Context: an optimization exercise on an open-source flow, tuned for small area and a short achievable clock period. The choices shown serve that exercise and are no tape-out recipe.
At most, simulation tests tie the RTL to the original design; equivalence was not proved.

==> 04-11: inputs <==
==> flow/design.v <==
module counter #(
    parameter W = 32  
    )(
        input logic clock, reset,
        input logic load, cnt_up,
        input logic [W-1:0] cnt_in,
        output logic [W-1:0] cnt_out
    );
    logic [W-1:0] cnt_ff;
    assign cnt_out = cnt_ff;
    always_ff@(posedge clock) begin
        if (reset)
            cnt_ff <= '0;
        else if(load)
            cnt_ff <= cnt_in;
        else if(cnt_up)
            cnt_ff <= cnt_ff + 1'b1;
    end
endmodule
module processing_element1#(
    parameter WIDTH=64
    )(
        input logic clock,
        input logic reset,
        input logic we,
        input logic [WIDTH-1:0] start_range_in, end_range_in,
        input logic [WIDTH-1:0] id_in,
        input logic in_range_in,
        input logic valid_in,
        output logic [WIDTH-1:0] start_range_out, end_range_out,
        output logic [WIDTH-1:0] id_out,
        output logic in_range_out,
        output logic valid_out
    );
    logic [WIDTH-1:0] start_reg, end_reg;
    assign start_range_out = start_reg;
    assign end_range_out = end_reg;
    always_ff@(posedge clock) begin
        if(reset) begin
            start_reg <= '0;
            end_reg <= '0;
            id_out <= '0;
            in_range_out <= '0;
            valid_out <= '0;
        end
        else begin
            if(we) begin
                start_reg <= start_range_in;
                end_reg <= end_range_in;
                in_range_out <= '0;
                valid_out <= '0;
            end
            else begin
                if(valid_in && ((start_reg <= id_in && id_in <= end_reg) || in_range_in)) begin
                    in_range_out <= '1;
                end
                else
                    in_range_out <= '0;
                valid_out <= valid_in;
            end
            id_out <= id_in;
        end
    end
endmodule
module day5_puzzle1#(
    parameter WIDTH=64,
    parameter DEPTH=183
    )(
        input logic clock, reset,
        input logic load_ranges,
        input logic [WIDTH-1:0] start_range, end_range,
        input logic [WIDTH-1:0] id,
        output logic [31:0] total_fresh
    );
    generate
        logic [DEPTH:0][WIDTH-1:0] start_ranges;
        logic [DEPTH:0][WIDTH-1:0] end_ranges;
        logic [DEPTH:0][WIDTH-1:0] ids;
        logic [DEPTH:0] in_range;
        logic [DEPTH:0] valid;
        assign start_ranges[0] = start_range;
        assign end_ranges[0] = end_range;
        assign ids[0] = id;
        assign in_range[0] = '0;
        assign valid[0] = ~load_ranges;
        genvar i;
        for(i=0;i<DEPTH;i++) begin : g_pe
            processing_element1#(.WIDTH(WIDTH)) processing_element_inst(
                .clock(clock),
                .reset(reset),
                .we(load_ranges),
                .start_range_in(start_ranges[i]),
                .end_range_in(end_ranges[i]),
                .start_range_out(start_ranges[i+1]),
                .end_range_out(end_ranges[i+1]),
                .id_in(ids[i]),
                .id_out(ids[i+1]),
                .in_range_in(in_range[i]),
                .in_range_out(in_range[i+1]),
                .valid_in(valid[i]),
                .valid_out(valid[i+1])
                );
        end
        counter #(.W(32)) counter_inst(.clock(clock), .reset(reset), .load('0), .cnt_up(in_range[DEPTH] & ~load_ranges), .cnt_in('0), .cnt_out(total_fresh));
    endgenerate
endmodule
module day5_top(
        input  logic        clock,
        input  logic        reset,
        input  logic        load_ranges,
        input  logic [63:0] start_range,
        input  logic [63:0] end_range,
        input  logic [63:0] id,
        output logic [31:0] total_fresh
    );
    day5_puzzle1 #(.WIDTH(64), .DEPTH(16)) day5_puzzle_inst(
        .clock(clock), .reset(reset), .load_ranges(load_ranges),
        .start_range(start_range), .end_range(end_range), .id(id),
        .total_fresh(total_fresh));
endmodule
==> flow/run.sh <==
#!/bin/bash
# synth_recipe.tcl (not shown) runs the flow's synth.tcl, then flattens the netlist and writes it again
# the make line also repeats each setting of config.mk as NAME=value (left out here)
make -C /OpenROAD-flow-scripts/flow DESIGN_CONFIG=/design/flow/config.mk WORK_HOME=/design/flow/orfs CLKGATE_MAP_FILE= SYNTH_SCRIPT=/design/flow/synth_recipe.tcl finish
==> flow/config.mk <==
export PLATFORM = sky130hd
export DESIGN_NAME = day5_top
export DESIGN_NICKNAME = day5_top
export VERILOG_FILES = /design/flow/design.v
export SDC_FILE = /design/flow/constraint.sdc
export NUM_CORES = 4
export LEC_CHECK = 0
export CAP_MARGIN = 20
export CORE_MARGIN = 2
export CORE_UTILIZATION = 40
export SLEW_MARGIN = 20
==> flow/constraint.sdc <==
create_clock -name core_clock -period 3.3 [get_ports {clock}]
set_input_delay 0.6600 -clock core_clock [delete_from_list [all_inputs] [get_ports {clock}]]
set_output_delay 0.6600 -clock core_clock [all_outputs]
set_load 0.01 [all_outputs]
==> inputs of 07-15, as changes to 04-11 <==
==> flow/design.v (replaced) <==
module day5_top(
        input  logic        clock,
        input  logic        reset,
        input  logic        load_ranges,
        input  logic [63:0] start_range,
        input  logic [63:0] end_range,
        input  logic [63:0] id,
        output logic [31:0] total_fresh
    );
    localparam int DEPTH = 16;
    function automatic logic ge64(input logic [63:0] a, input logic [63:0] b);
        logic [63:0] g, t;
        g = a & ~b;
        t = a | ~b;
        for (int w = 1; w < 64; w = w * 2)
            for (int i = 0; i < 64; i = i + 2 * w) begin
                g[i] = g[i + w] | (t[i + w] & g[i]);
                t[i] = t[i + w] & t[i];
            end
        ge64 = g[0] | t[0];
    endfunction
    logic [DEPTH-1:0][63:0] rs, re;
    always_ff @(posedge clock) begin
        rs[0] <= load_ranges ? start_range : rs[DEPTH-1];
        re[0] <= load_ranges ? end_range   : re[DEPTH-1];
        for (int k = 1; k < DEPTH; k++) begin
            rs[k] <= rs[k-1];
            re[k] <= re[k-1];
        end
    end
    logic [DEPTH-1:0] hit1;
    logic             v1;
    always_ff @(posedge clock) begin
        for (int k = 0; k < DEPTH; k++)
            hit1[k] <= ge64(id, rs[k]) & ge64(re[k], id);
        v1 <= ~reset & ~load_ranges;
    end
    logic f2;
    always_ff @(posedge clock)
        f2 <= ~reset & v1 & (|hit1);
    always_ff @(posedge clock) begin
        if (reset)
            total_fresh <= '0;
        else if (f2)
            total_fresh <= total_fresh + 32'd1;
    end
endmodule
--- a/flow/config.mk
+++ b/flow/config.mk
@@ -6,6 +6,7 @@
 export NUM_CORES = 4
 export LEC_CHECK = 0
+export ABC_AREA = 1
 export CAP_MARGIN = 20
 export CORE_MARGIN = 2
-export CORE_UTILIZATION = 40
+export CORE_UTILIZATION = 55
 export SLEW_MARGIN = 20
==> summary.txt <==
	04-11	07-15
Result of the run	no timing/DRC/antenna violations	no timing/DRC/antenna violations
CP Data Arrival Time	3.82 ns	3.63 ns
Overall die height	612 um	392 um
Top Consumer	the clock network	sequential cells
Critical path startpoint category	flop	input pin
Clock distribution area overhead in the final layout	0.0670	0.0764
Sequential portion of the cell area	0.368	0.436
Commonest non-fill, non-tap cell in the layout	sky130_fd_sc_hd__nor2_1	sky130_fd_sc_hd__nand2_1
Top-count cell post-synth	sky130_fd_sc_hd__nor2_1	sky130_fd_sc_hd__nand2_1
Crit-path max FO	3	31
Slew Limit Headroom	0.305	0.363
Worst Path Class, Setup	reg2reg	in2reg
Total routing usage reported by global routing	0.185	0.325
Global routing met1 resource utilization	0.266	0.450
Data required time at the worst endpoint	4.13 ns	4.06 ns
CTS max path bufs	4	3
Fin worst setup slack	0.310 ns	0.428 ns
Multiplexer share of the synthesized area	0.139	0.00570
Non-clock buffer share of cell area	0.0234	0.0590
Setup slack of the worst register-to-register path	0.31 ns	0.91 ns
Slew of the pin with the lowest slew margin	1.04 ns	0.953 ns
Multi-input gate count	10.4k	7643
Placed wire-length estimate after detailed placement	270000 um	193000 um
The RTL of 07-15 was laid out without a check of its function.

## what the ideal ports hide
The flow's constraints put no driver on any port. The routed layouts listed below were extracted and timed again, unchanged, in two steps.
Step 1 sets driving cells, clkbuf_16 on the clock port and buf_2 on the other inputs (assumed; they add their load-dependent delay and slew).
Step 2 adds t to the input delays and takes it off the output delays; t is the mean of the earliest and latest rising clock arrival at the registers after step 1. Input paths then give back, and output paths get back, about the clock's delay inside the block.
a / b / c = no drivers / after step 1 / after step 2; a / b = the first two.
run | t, ns | slack for setup (ns) | worst slew at a driven data input, ns | cell pins on the clock port's net
04-11 | 0.994 | 0.310 / 0.310 / 0.014 | 0.09 | 1
07-15 | 0.893 | 0.428 / 0.479 / -0.415 | 0.09 | 1
With both steps, setup timing fails in 07-15, where it was met with ideal ports. For 07-15, which loses most, drivers alone change the setup slack by +0.051 ns; drivers and shift together by -0.843 ns.
